What follows belongs to an exercise in optimizing a design on an open flow for small area, a short achievable clock period and few clock cycles; a production flow would make more cautious choices.
Where RTL was checked, it was by simulation tests only, not by an equivalence proof against the original.
Function not checked in runs 1 and 2: the RTL went through the layout flow alone.

==> flow/design.v <==
module median_fliter(
  input                  clk,
  input                  rst,
  input               enable,
  input  [7:0]     RAM_IMG_Q,
  input  [7:0]     RAM_OUT_Q,
  output          RAM_IMG_OE,
  output          RAM_IMG_WE,
  output [15:0]    RAM_IMG_A,
  output [7:0]     RAM_IMG_D,
  output          RAM_OUT_OE,
  output          RAM_OUT_WE,
  output [15:0]    RAM_OUT_A,
  output [7:0]     RAM_OUT_D,
  output                done
);
  localparam LK = 3;             
  localparam K  = 1 << LK;       
  localparam L  = K + 2;         
  localparam [3:0] RI_LAST = L - 1;
  reg        running;    
  reg        first;      
  reg        flush;      
  reg  [7:0] rrow;       
  reg  [7:0] rcol;       
  reg  [3:0] ri;         
  reg        done_reg;
  reg  [3:0] vp;         
  wire       busy = |vp;
  wire start    = enable & ~running & ~busy;
  wire ri_last  = (ri == RI_LAST);
  wire row_pad  = ((ri == 4'd0) & (rrow == 8'd255)) | (ri_last & (rrow == 8'd0));
  always @(posedge clk, posedge rst) begin
    if (rst) begin
      running <= 1'b0;
      first   <= 1'b0;
      flush   <= 1'b0;
      rrow    <= 8'd0;
      rcol    <= 8'd0;
      ri      <= 4'd0;
    end else if (start) begin
      running <= 1'b1;
      first   <= 1'b1;
      flush   <= 1'b0;
      rrow    <= 8'd255;
      rcol    <= 8'd0;
      ri      <= 4'd0;
    end else if (running) begin
      if (!ri_last) begin
        ri   <= ri + 4'd1;
        rrow <= rrow + 8'd1;
      end else begin
        ri    <= 4'd0;
        first <= 1'b0;
        rcol  <= rcol + 8'd1;
        if (rcol == 8'd255) begin
          rrow <= rrow - 8'd1;
          if (rrow == 8'd0) flush <= 1'b1;    
        end else begin
          rrow <= rrow - RI_LAST;
        end
        if (flush) running <= 1'b0;
      end
    end
  end
  wire v0 = running & ~first & (ri >= 4'd2);    
  wire mn0 = (rcol == 8'd0);                    
  wire mo0 = (rcol == 8'd1);                    
  reg       pad1;
  reg [1:0] mn, mo;
  always @(posedge clk, posedge rst) begin
    if (rst) vp <= 5'd0;
    else     vp <= {vp[2:0], v0};
  end
  always @(posedge clk) begin
    pad1 <= row_pad;
    mn   <= {mn[0], mn0};
    mo   <= {mo[0], mo0};
  end
  reg [7:0] din;
  reg [7:0] dl [1:2*L];
  integer k;
  always @(posedge clk) begin
    din   <= RAM_IMG_Q & {8{~pad1}};
    dl[1] <= din;
    for (k = 2; k <= 2*L; k = k + 1) dl[k] <= dl[k-1];
  end
  wire [7:0] ta = dl[2*L] & {8{~mo[1]}};    
  wire [7:0] tb = dl[L];                    
  wire [7:0] tc = din & {8{~mn[1]}};        
  function gt8(input [7:0] a, input [7:0] b);
    integer i;
    reg g;
    begin
      g = 1'b0;
      for (i = 0; i < 8; i = i + 1)
        g = (a[i] & ~b[i]) | (~(a[i] ^ b[i]) & g);
      gt8 = g;
    end
  endfunction
  wire ab = gt8(ta, tb);
  wire bc = gt8(tb, tc);
  wire ac = gt8(ta, tc);
  wire [7:0] s_lo = (!ab && !ac) ? ta : (ab && !bc) ? tb : tc;
  wire [7:0] s_hi = (ab && ac) ? ta : (!ab && bc) ? tb : tc;
  wire [7:0] s_md = (ab ^ ac) ? ta : (ab ^ bc) ? tc : tb;
  reg [7:0] lo0, md0, hi0, lo1, md1, hi1, lo2, md2, hi2;
  always @(posedge clk) begin
    lo0 <= s_lo; md0 <= s_md; hi0 <= s_hi;
    lo1 <= lo0;  md1 <= md0;  hi1 <= hi0;
    lo2 <= lo1;  md2 <= md1;  hi2 <= hi1;
  end
  function [7:0] max3(input [7:0] a, input [7:0] b, input [7:0] c);
    reg [7:0] m;
    begin
      m = gt8(a, b) ? a : b;
      max3 = gt8(m, c) ? m : c;
    end
  endfunction
  function [7:0] min3(input [7:0] a, input [7:0] b, input [7:0] c);
    reg [7:0] m;
    begin
      m = gt8(b, a) ? a : b;
      min3 = gt8(c, m) ? m : c;
    end
  endfunction
  function [7:0] med3(input [7:0] a, input [7:0] b, input [7:0] c);
    reg x, y, z;
    begin
      x = gt8(a, b);
      y = gt8(b, c);
      z = gt8(a, c);
      med3 = (x ^ z) ? a : (x ^ y) ? c : b;
    end
  endfunction
  reg [7:0] dout;
  always @(posedge clk)
    dout <= med3(max3(lo0, lo1, lo2), med3(md0, md1, md2), min3(hi0, hi1, hi2));
  wire we = vp[3];
  reg [15:0] wcnt;    
  always @(posedge clk, posedge rst) begin
    if (rst) begin
      wcnt     <= 16'd0;
      done_reg <= 1'b0;
    end else begin
      if (we) wcnt <= wcnt + 16'd1;
      if (start) done_reg <= 1'b0;
      else if (we && wcnt == 16'hffff) done_reg <= 1'b1;
    end
  end
  assign RAM_IMG_OE = running;
  assign RAM_IMG_WE = 1'b0;
  assign RAM_IMG_A  = {rrow, rcol};
  assign RAM_IMG_D  = 8'd0;
  assign RAM_OUT_OE = 1'b0;
  assign RAM_OUT_WE = we;
  assign RAM_OUT_A  = {wcnt[15:8+LK], wcnt[LK-1:0], wcnt[7+LK:LK]};
  assign RAM_OUT_D  = dout;
  assign done       = done_reg;
endmodule
==> flow/run.sh <==
#!/bin/bash
# synth_recipe.tcl (not shown) runs the flow's synth.tcl, then flattens the netlist and writes it again
# the make line also repeats each setting of config.mk as NAME=value (left out here)
make -C /OpenROAD-flow-scripts/flow DESIGN_CONFIG=/design/flow/config.mk WORK_HOME=/design/flow/orfs CLKGATE_MAP_FILE= SYNTH_SCRIPT=/design/flow/synth_recipe.tcl finish
==> flow/config.mk <==
export PLATFORM = sky130hd
export DESIGN_NAME = median_fliter
export DESIGN_NICKNAME = median_fliter
export VERILOG_FILES = /design/flow/design.v
export SDC_FILE = /design/flow/constraint.sdc
export NUM_CORES = 4
export LEC_CHECK = 0
export CAP_MARGIN = 20
export CORE_MARGIN = 2
export CORE_UTILIZATION = 40
export SLEW_MARGIN = 20
==> flow/constraint.sdc <==
create_clock -name core_clock -period 10.0 [get_ports {clk}]
set_input_delay 2.0000 -clock core_clock [delete_from_list [all_inputs] [get_ports {clk}]]
set_output_delay 2.0000 -clock core_clock [all_outputs]
set_load 0.01 [all_outputs]
==> impl_metrics.tcl, run 1 <==
set metrics [dict create \
    grt_pass1_vias 6993 \
    drtIter0Drc 455 \
    grt_max_degree 45 \
    relSlewSlack 0.5175 \
    status "complete, no violations" \
    cts_max_level 1 \
    drive_gt1_frac 0.06981 \
    crit_path_start_kind "flip-flop" \
    postCtsSetupBuffers 0 \
    top_regs "dl x160, wcnt x16" \
    seq_area_frac_synth 0.5553 \
    vias 7080 \
    min_path_cells 0 \
    tns_ns 0 \
    dr.pass1.iters 6 \
    largest_reg_flops 160 \
    io_pins 72 \
    cp.arrival_ns 6.99 \
    worst_pin_slew_ns 0.7189 \
    finalSetupViolations 0 \
    min-delay-path-class "reg -> reg" \
    synth_compound_area_frac 0.1333 \
    area_growth_pct 17.25 \
    synth_xor_area_frac 0.02592 \
    initial_core_util 0.4097 \
    antenna_found_initial 0 \
    cp_cell_sequence "inv_1 > ha_1 > a2111oi_0 > nand2_1 > o21a_1 > mux2_2 > ha_1 > a21o_1 > a211oi_1 > nand2_1 > o21ai_1 > mux2i_1 > inv_1 > ha_1 > a21oi_1 > o21ai_0 > a221oi_1 > o21ai_1 > or4_1 > a221oi_1 > a221oi_1" \
    hpwl_um 14690 \
    viasPerCell 4.800 \
    cts.clk_slew.worst_paths_ns 0.07 \
    r2r_cells 21 \
    clkSinkCount 297 \
    synth.distinct_cells 69 \
    wire_per_inst_um 13.79 \
    dieArea_sq_um 29110 \
    crit_path_end_kind "flip-flop" \
    overflow 0 \
    period_needed_ns 6.594 \
    max_stage_delay_ns 0.74 \
    reg2reg_to "dout[2]" \
    fp.coreArea_sq_um 27100 \
    critPathMaxFanout 8 \
    drc 0 \
    grt_pass1_wl_um 34490 \
    synth_top_family_by_area "compound AO/OA/AOI/OAI gates" \
    syn_inst 1019 \
    cts-root-buf "clkbuf_16" \
    worstPathRequired_ns 10.39 \
    portBuffers 53 \
    timing.hold.ws_ns 0.3225 \
    die_w_um 170.6 \
    ys_async_sr_fraction 0.1481 \
    ys.flop_type "dfxtp_1" \
    antenna_left 0 \
    fmax_mhz 151.7 \
    cts_resized 0 \
    synthSimpleGateAreaFrac 0.1011 \
    maxCapViolations 0 \
    clock_latency_ns 0.55 \
    wirelength_um 20340 \
    ctsHoldBuffers 0 \
    cts_tree "done" \
    cts_made_buffers 29 \
    criticalPathCategory "reg -> reg" \
    clk_path_buf_depth 3 \
    reg2reg_from "lo1[5]" \
    final_area_sq_um 13020 \
    ys_seq_elements 297 \
    regToRegSetupSlack_ns 3.41 \
    finalCritPeriodShare 0.6594 \
    synth_edf_count 0 \
    final_nets 1209 \
    whs_endpoint "dl[18][0]" \
    place.gp.congestion 0.8451 \
    fin_skew_ns 0.009278 \
    rows 60 \
    muxShareOfSynthArea 0.01431 \
    drv_slew 0 \
    synth_area_sq_um 11100 \
    fin_util 0.4804 \
    crit_path_top_delay_cell "or4_1" \
    timing_hold_violations_final 0 \
    ys_warn_count 2 \
    rsz0062_at_grt "false" \
    post_dp_cell_area_sq_um 11980 \
    synthAdderAreaFrac 0.1246 \
    regMostFlops "dl" \
    avgSynthCellArea_sq_um 10.90 \
    grtUsageTotal 0.1457 \
    die_h_um 170.6 \
    n_antenna_cell 0 \
    hp-start "dl[17][0]" \
]
[routing by layer]
layer	part of all wire	vias up	routed length [um]	global-route usage
met5	0	-	0	0
met4	0.029	0	595	0.04905
met3	0.041	33	838	0.02683
met2	0.45	138	9069	0.2357
met1	0.48	3274	9841	0.1965
li1	-	3635	-	-
[synth_stat cells (4+ instances only)]
cell / n / area share
a2111oi_0: 4 / 0.0032
a211oi_1: 27 / 0.018
a21boi_0: 4 / 0.0027
a21o_1: 13 / 0.0088
a21oi_1: 79 / 0.036
a221oi_1: 14 / 0.011
and2_1: 4 / 0.0023
and3_1: 5 / 0.0028
buf_4: 11 / 0.0074
clkbuf_1: 21 / 0.0071
dfrtp_1: 44 / 0.099
dfxtp_1: 253 / 0.46
ha_1: 109 / 0.12
inv_1: 88 / 0.030
mux2_2: 7 / 0.0071
mux2i_1: 8 / 0.0072
nand2_1: 42 / 0.014
nand2b_1: 15 / 0.0085
nand3_1: 25 / 0.011
nand4_1: 12 / 0.0068
nand4b_1: 6 / 0.0047
nor2_1: 86 / 0.029
nor2b_1: 13 / 0.0073
nor3_1: 5 / 0.0023
nor4_1: 5 / 0.0028
o211ai_1: 4 / 0.0027
o21a_1: 14 / 0.0095
o21ai_0: 17 / 0.0077
o21bai_1: 4 / 0.0027
xnor2_1: 16 / 0.013
xor2_1: 15 / 0.012
[per-stage QoR]
stage / std cells / setup slack [ns]
floorplan: 1028 / 4.381
global placement: 1421 / 3.236
finish: 1475 / 3.406
CTS: 1475 / 3.037
global route: 1475 / 2.446
detailed placement: 1421 / 3.099
[cells in the final DEF, fill, tap and decap left out, types with 4 or more instances in the layout]
cell | synthesis | final
a2111oi_0 | 4 | 4
a211oi_1 | 27 | 27
a21boi_0 | 4 | 4
a21o_1 | 13 | 13
a21oi_1 | 79 | 79
a221oi_1 | 14 | 14
and2_1 | 4 | 4
and3_1 | 5 | 5
bufinv_16 | 0 | 4
clkbuf_16 | 0 | 29
clkbuf_8 | 0 | 6
clkdlybuf4s50_1 | 0 | 53
conb_1 | 1 | 10
dfrtp_1 | 44 | 44
dfxtp_1 | 253 | 253
ha_1 | 109 | 109
inv_1 | 88 | 87
inv_6 | 0 | 4
mux2_2 | 7 | 7
mux2i_1 | 8 | 8
nand2_1 | 42 | 42
nand2b_1 | 15 | 15
nand3_1 | 25 | 25
nand4_1 | 12 | 12
nand4b_1 | 6 | 6
nor2_1 | 86 | 86
nor2b_1 | 13 | 13
nor3_1 | 5 | 5
nor4_1 | 5 | 5
o211ai_1 | 4 | 4
o21a_1 | 14 | 14
o21ai_0 | 17 | 16
o21bai_1 | 4 | 4
xnor2_1 | 16 | 16
xor2_1 | 15 | 15
[cells by family after synthesis]
group / after synthesis
simple gates: 231
other cells: 1
fa+ha+maj: 110
xor+xnor: 32
flops: 297
buf+inv: 122
compound gates: 211
mux: 15
[how the worst max path moves through the flow]
stage          startpoint      end  slack (ns)  cells past startpoint
5_1_grt            hi0[5]  dout[2]        2.45                     24
4_1_cts            hi0[5]  dout[3]        3.04                     23
2_1_floorplan      hi0[5]  dout[1]        4.38                     26
3_3_place_gp       hi0[5]  dout[3]        3.24                     24
3_5_place_dp       hi0[5]  dout[2]        3.10                     23
6_report           lo1[5]  dout[2]        3.41                     21
[critical path, delay by kind of cell, from the launching register on]
family	cells	cell delay, ns
flip-flops	1	0.35
multiplexers	2	0.75
AO/OA/AOI/OAI	11	3.19
AND/OR/NAND/NOR	3	1.01
adder cells (fa/ha/maj)	3	0.94
buffers and inverters	2	0.19
[area by class of cell]
type	instances	area [sq um]
multi-input cells	609	4471
well taps	372	465.4
flip-flops and latches	297	6166
inverters	88	330.3
repair buffers	55	545.5
clock buffers	38	819.5
clock inverters	16	221.5
fillers	2493	14080
==> run 2: changes to the inputs <==
--- a/flow/design.v
+++ b/flow/design.v
@@ -25,7 +25,7 @@
   reg  [7:0] rcol;       
   reg  [3:0] ri;         
   reg        done_reg;
-  reg  [3:0] vp;         
+  reg  [4:0] vp;         
   wire       busy = |vp;
   wire start    = enable & ~running & ~busy;
   wire ri_last  = (ri == RI_LAST);
@@ -70,7 +70,7 @@
   reg [1:0] mn, mo;
   always @(posedge clk, posedge rst) begin
     if (rst) vp <= 5'd0;
-    else     vp <= {vp[2:0], v0};
+    else     vp <= {vp[3:0], v0};
   end
   always @(posedge clk) begin
     pad1 <= row_pad;
@@ -133,10 +133,14 @@
       med3 = (x ^ z) ? a : (x ^ y) ? c : b;
     end
   endfunction
-  reg [7:0] dout;
-  always @(posedge clk)
-    dout <= med3(max3(lo0, lo1, lo2), med3(md0, md1, md2), min3(hi0, hi1, hi2));
-  wire we = vp[3];
+  reg [7:0] mxlo, mdmd, mnhi, dout;
+  always @(posedge clk) begin
+    mxlo <= max3(lo0, lo1, lo2);
+    mdmd <= med3(md0, md1, md2);
+    mnhi <= min3(hi0, hi1, hi2);
+    dout <= med3(mxlo, mdmd, mnhi);
+  end
+  wire we = vp[4];
   reg [15:0] wcnt;    
   always @(posedge clk, posedge rst) begin
     if (rst) begin
==> impl_metrics.tcl, run 2 <==
set metrics [dict create \
    status "complete, no violations" \
    initial_core_util 0.4085 \
    seq_area_frac_synth 0.5831 \
    drc 0 \
    portBuffers 53 \
    period_needed_ns 3.911 \
    io_pins 72 \
    cts_resized 0 \
    synth_xor_area_frac 0.02296 \
    vias 6940 \
    r2r_cells 14 \
    cts_tree "done" \
    clk_path_buf_depth 3 \
    yosysMostFrequentCell "dfxtp_1" \
    regMostFlops "dl" \
    antenna_left 0 \
    final_common_cell "dfxtp_1" \
    crit_path_end_kind "primary output" \
    fmax_mhz 255.7 \
    startpoint "running" \
    crit_path_top_delay_cell "dfrtp_1" \
    reg2reg_to "mnhi[0]" \
    crit_end "RAM_IMG_OE" \
    wire_per_inst_um 13.36 \
    hpwl_um 14070 \
    grtUsageTotal 0.1342 \
    postCtsSetupBuffers 0 \
    finalSetupViolations 0 \
    area_growth_pct 18.72 \
    cp.arrival_ns 1.91 \
    finalCritPeriodShare 0.3911 \
    cp_cell_sequence "clkdlybuf4s50_1" \
    synth_common_cells "dfxtp_1 (277), ha_1 (109), inv_1 (86), nor2_1 (71), a21oi_1 (61)" \
    met2_usage 0.2212 \
    fin_util 0.4850 \
    fin_skew_ns 0.01940 \
    synth_area_sq_um 11440 \
    min-delay-path-class "reg -> reg" \
    critPathMaxFanout 19 \
    crit_path_start_kind "flip-flop" \
    grt_pass1_vias 6868 \
    timing_hold_violations_final 0 \
    synth.largest_area_cell "dfxtp_1" \
    fillCellCount 2548 \
    dieArea_sq_um 29970 \
    max_stage_delay_ns 0.74 \
    synthSimpleGateAreaFrac 0.09557 \
    met1_usage 0.1722 \
    top_regs "dl x160, wcnt x16" \
    synth_compound_area_frac 0.1115 \
    crit_cells 1 \
    crit_buf_inv 1 \
    grt_max_degree 46 \
    muxShareOfSynthArea 0.02460 \
    ys_seq_elements 322 \
    rsz0062_at_grt "false" \
    worstPathRequired_ns 8.00 \
    relSlewSlack 0.4161 \
    viasPerCell 4.721 \
    ys.flop_type "dfxtp_1" \
    path_delay_family "flip-flops" \
    yosys-top-cells-area "dfxtp_1 (48%), ha_1 (12%), dfrtp_1 (9.8%)" \
    dr.pass1.iters 4 \
    maxCapViolations 0 \
    clkSinkCount 322 \
    avgSynthCellArea_sq_um 11.50 \
    rows 61 \
    reg2reg_from "hi0[5]" \
    synth_top_family_by_area "adder cells" \
    die_w_um 173.1 \
    top_usage_layer "met2" \
    most-common-layout-cells "dfxtp_1 (277), ha_1 (109), inv_1 (85), nor2_1 (71), a21oi_1 (61)" \
    place.gp.congestion 0.7750 \
    cts.clk_slew.worst_paths_ns 0.06 \
    regToRegSetupSlack_ns 6.27 \
    largest_reg_flops 160 \
    n_antenna_cell 0 \
    syn_inst 995 \
    ys_warn_count 2 \
    cts_made_buffers 34 \
    ys_async_sr_fraction 0.1398 \
    synth_top_area_share 0.4846 \
    antenna_found_initial 0 \
    die_h_um 173.1 \
    overflow 0 \
    cts-root-buf "clkbuf_16" \
    synthAdderAreaFrac 0.1209 \
    criticalPathCategory "reg -> out" \
    synth_edf_count 0 \
    use_met3 0.03056 \
    synth.distinct_cells 64 \
    clock_latency_ns 0.51 \
    ctsHoldBuffers 0 \
    fp.coreArea_sq_um 28010 \
    drtIter0Drc 295 \
    final_nets 1195 \
    drv_slew 0 \
    wirelength_um 19650 \
    drive_gt1_frac 0.08242 \
    tns_ns 0 \
    grt_pass1_wl_um 33240 \
    cts_max_level 2 \
    worst_pin_slew_ns 0.8758 \
]
## run 2: cell count changes after synthesis, moves of 9 or more
cell,previous run,this run
dfxtp_1,253,277
a21oi_1,79,61
nor2_1,86,71
a221oi_1,14,0
nand2_1,42,31
nand3_1,25,14
o21ai_0,17,8
## run 2: routing by layer
metal	share of wire	wire (um)
met5	0	0
met4	0.021	417
met3	0.044	858
met2	0.46	9105
met1	0.47	9264
## run 2: how the worst min path moves through the flow
stage                endpoint  slack [ns]       from  cells after the start
finish              dl[10][4]        0.31   dl[9][4]                      0
floorplan           dl[10][0]        0.31   dl[9][0]                      0
global route        dl[17][2]        0.32  dl[16][2]                      0
detailed placement  dl[10][0]        0.31   dl[9][0]                      0
global placement    dl[15][0]        0.31  dl[14][0]                      0
CTS                 dl[10][4]        0.32   dl[9][4]                      0
## run 2: cell families after synthesis
logic type,count (synthesis)
other,1
DFF,322
adders and majority gates,110
xor gates and xnor gates,30
buffers and inverters,115
AOI/OAI and AO/OA,178
and+or+nand+nor,215
muxes,24
## run 2: layout make-up
type / instances / area [sq um] / share of cell area
flip-flops and latches: 322 / 6671 / 0.4911
clock inverters: 18 / 259.0 / 0.01907
clock buffers: 44 / 980.9 / 0.07221
well taps: 378 / 473.0 / 0.03482
repair buffers: 54 / 538.0 / 0.03961
inverters: 87 / 326.6 / 0.02404
multi-input cells: 567 / 4335 / 0.3191
## run 2: metrics by stage
step	setup slack, ns	instance area, sq um	hold WS, ns	cells
finish	6.089	13580	0.3143	1470
global route	5.890	13580	0.3241	1470
CTS	6.074	13580	0.3189	1470
detailed placement	6.198	12340	0.3121	1408
global placement	6.207	12340	0.3095	1408
floorplan	6.598	11480	0.3096	1004
==> run 3: changes to the inputs <==
--- a/flow/design.v
+++ b/flow/design.v
@@ -88,19 +88,9 @@
   wire [7:0] ta = dl[2*L] & {8{~mo[1]}};    
   wire [7:0] tb = dl[L];                    
   wire [7:0] tc = din & {8{~mn[1]}};        
-  function gt8(input [7:0] a, input [7:0] b);
-    integer i;
-    reg g;
-    begin
-      g = 1'b0;
-      for (i = 0; i < 8; i = i + 1)
-        g = (a[i] & ~b[i]) | (~(a[i] ^ b[i]) & g);
-      gt8 = g;
-    end
-  endfunction
-  wire ab = gt8(ta, tb);
-  wire bc = gt8(tb, tc);
-  wire ac = gt8(ta, tc);
+  wire ab = ta > tb;
+  wire bc = tb > tc;
+  wire ac = ta > tc;
   wire [7:0] s_lo = (!ab && !ac) ? ta : (ab && !bc) ? tb : tc;
   wire [7:0] s_hi = (ab && ac) ? ta : (!ab && bc) ? tb : tc;
   wire [7:0] s_md = (ab ^ ac) ? ta : (ab ^ bc) ? tc : tb;
@@ -113,23 +103,23 @@
   function [7:0] max3(input [7:0] a, input [7:0] b, input [7:0] c);
     reg [7:0] m;
     begin
-      m = gt8(a, b) ? a : b;
-      max3 = gt8(m, c) ? m : c;
+      m = (a > b) ? a : b;
+      max3 = (m > c) ? m : c;
     end
   endfunction
   function [7:0] min3(input [7:0] a, input [7:0] b, input [7:0] c);
     reg [7:0] m;
     begin
-      m = gt8(b, a) ? a : b;
-      min3 = gt8(c, m) ? m : c;
+      m = (a < b) ? a : b;
+      min3 = (m < c) ? m : c;
     end
   endfunction
   function [7:0] med3(input [7:0] a, input [7:0] b, input [7:0] c);
     reg x, y, z;
     begin
-      x = gt8(a, b);
-      y = gt8(b, c);
-      z = gt8(a, c);
+      x = a > b;
+      y = b > c;
+      z = a > c;
       med3 = (x ^ z) ? a : (x ^ y) ? c : b;
     end
   endfunction
==> impl_metrics.tcl, run 3 <==
set metrics [dict create \
    dieArea_sq_um 30840 \
    crit_end "mxlo[7]" \
    place.gp.congestion 0.7996 \
    antenna_left 0 \
    worst_pin_slew_ns 0.9997 \
    place_ws_ns 5.885 \
    antenna_found_initial 0 \
    clock_latency_ns 0.51 \
    syn_inst 1055 \
    fmax_mhz 243.8 \
    synthSimpleGateAreaFrac 0.09526 \
    synth_common_cells "dfxtp_1 (277), ha_1 (116), inv_1 (105), a21oi_1 (60), nor2_1 (50)" \
    period_needed_ns 4.102 \
    final_nets 1258 \
    grtUsageTotal 0.1424 \
    drv_slew 0 \
    place_inst 1470 \
    n_antenna_cell 0 \
    ys_seq_elements 322 \
    regMostFlops "dl" \
    min-delay-path-class "reg -> reg" \
    vias 7393 \
    synth_area_sq_um 11780 \
    worstPathRequired_ns 10.38 \
    status "complete, no violations" \
    rows 62 \
    top_regs "dl x160, wcnt x16" \
    io_pins 72 \
    synth_xor_area_frac 0.02071 \
    die_w_um 175.6 \
    dr.pass1.iters 5 \
    seq_area_frac_synth 0.5663 \
    muxShareOfSynthArea 0.02782 \
    tns_ns 0 \
    drc 0 \
    cts-root-buf "clkbuf_16" \
    reg2reg_to "mxlo[7]" \
    hp-start "dl[6][3]" \
    timing_hold_violations_final 0 \
    criticalPathCategory "reg -> reg" \
    grt_pass1_vias 7388 \
    stdcell_count 1531 \
    cts.clk_slew.worst_paths_ns 0.06 \
    drtIter0Drc 392 \
    finalSetupViolations 0 \
    setup_slack_ns 5.898 \
    initial_core_util 0.4083 \
    hpwl_um 15090 \
    reg2reg_from "lo1[3]" \
    synth_compound_area_frac 0.1168 \
    clkSinkCount 322 \
    rsz0062_at_grt "false" \
    grt_pass1_wl_um 35880 \
    r2r_cells 14 \
    ys.flop_type "dfxtp_1" \
    synth.largest_area_cell "dfxtp_1" \
    cts_max_level 2 \
    ctsHoldBuffers 0 \
    synth_edf_count 0 \
    cp.arrival_ns 4.48 \
    wire_per_inst_um 13.86 \
    postCtsSetupBuffers 0 \
    area_growth_pct 17.28 \
    cts_resized 0 \
    overflow 0 \
    yosys-top-cells-area "dfxtp_1 (47%), ha_1 (12%), dfrtp_1 (9.6%)" \
    fp.coreArea_sq_um 28860 \
    final_common_cell "dfxtp_1" \
    startpoint "lo1[3]" \
    ys_warn_count 2 \
    synth_top_family_by_area "adder cells" \
    maxCapViolations 0 \
    viasPerCell 4.829 \
    ys_async_sr_fraction 0.1398 \
    clk_path_buf_depth 3 \
    fin_skew_ns 0.02420 \
    most-common-layout-cells "dfxtp_1 (277), ha_1 (116), inv_1 (104), a21oi_1 (60), clkdlybuf4s50_1 (53)" \
    grt_max_degree 46 \
    crit_path_end_kind "flip-flop" \
    avgSynthCellArea_sq_um 11.17 \
    fin_util 0.4788 \
    portBuffers 53 \
    yosysMostFrequentCell "dfxtp_1" \
    regToRegSetupSlack_ns 5.90 \
    relSlewSlack 0.3284 \
    drive_gt1_frac 0.07323 \
    finalCritPeriodShare 0.4102 \
    synthAdderAreaFrac 0.1249 \
    largest_reg_flops 160 \
    die_h_um 175.6 \
    cts_tree "done" \
    synth.distinct_cells 62 \
    synth_top_area_share 0.4707 \
    crit_path_start_kind "flip-flop" \
    cts_made_buffers 34 \
    critPathMaxFanout 9 \
    wirelength_um 21220 \
]
run 3: critical path: stages, from the launching register on:
cell,delay [ns]
dfxtp_1,0.35
inv_1,0.05
ha_1,0.28
and3_1,0.20
a221o_1,0.34
a221oi_2,0.22
a41o_1,0.37
mux2_1,0.40
ha_1,0.29
nor2b_1,0.12
o21a_1,0.12
o21a_1,0.11
o21ai_0,0.07
a21oi_1,0.64
mux2_2,0.44
run 3: stage by stage:
stage,instance area (sq um),hold slack (ns)
after floorplan,11820,0.3096
after global placement,12660,0.3096
after detailed placement,12660,0.3121
after CTS,13820,0.3190
after global routing,13820,0.3275
final,13820,0.3218
run 3: kinds of logic after synthesis:
kind of cell | Yosys count
muxes | 27
AOI/OAI and AO/OA | 208
xor gates and xnor gates | 27
adders and majority gates | 117
and+or+nand+nor | 216
buffers and inverters | 137
DFF | 322
other | 1
run 3: how the worst min path moves through the flow:
stage | to | slack (ns) | depth (start not counted)
after floorplan | dl[10][0] | 0.31 | 0
after global placement | mn[1] | 0.31 | 0
after detailed placement | dl[10][1] | 0.31 | 0
after CTS | dl[17][6] | 0.32 | 0
after global routing | dl[10][1] | 0.33 | 0
final | dl[7][3] | 0.32 | 0
run 3: area by class of cell:
| class | instances | area [sq um] |
|---|---|---|
| clock buffer | 48 | 1026 |
| inverter | 105 | 394.1 |
| sequential | 322 | 6671 |
| fill | 2646 | 15040 |
| timing repair buffer | 54 | 538.0 |
| tap | 384 | 480.5 |
| clock inverter | 13 | 127.6 |
| multi-input combinational | 605 | 4579 |
run 3: layer usage:
metal	up-vias	wire length, um	global-route usage
met5	-	0	0
met4	0	452	0.04649
met3	32	759	0.02771
met2	141	9835	0.2347
met1	3456	10180	0.1883
li1	3764	-	-
Testbench counts of run 3, summed over its fixed seeds: cycles 327,744.

[what the ideal ports hide]
The flow's constraints put no driver on any port. The routed layouts listed below were extracted and timed again, unchanged, in two steps. Step 1: set_driving_cell puts a clkbuf_16 on clk and a buf_2 on each other input, an assumption about the parent block. Step 2 also shifts input and output timing later by t, the mid clock arrival at the registers, as if the neighbouring blocks saw the same clock. a / b / c = ideal / step 1 / step 2; a / b = the first two.
| run | t, ns | slack for setup (ns) | worst setup path at the end | slew at the worst register clock pin (ns) | pins driven straight from the clock port |
|---|---|---|---|---|---|
| run 1 | 0.593 | 3.406 / 3.406 / 3.406 | register to register | 0.07 / 0.07 | 1 |
| run 2 | 0.548 | 6.089 / 6.041 / 6.206 | input to register | 0.06 / 0.06 | 1 |
| run 3 | 0.550 | 5.898 / 5.898 / 5.898 | register to register | 0.06 / 0.06 | 1 |
After both steps setup and hold are still met in every run listed.
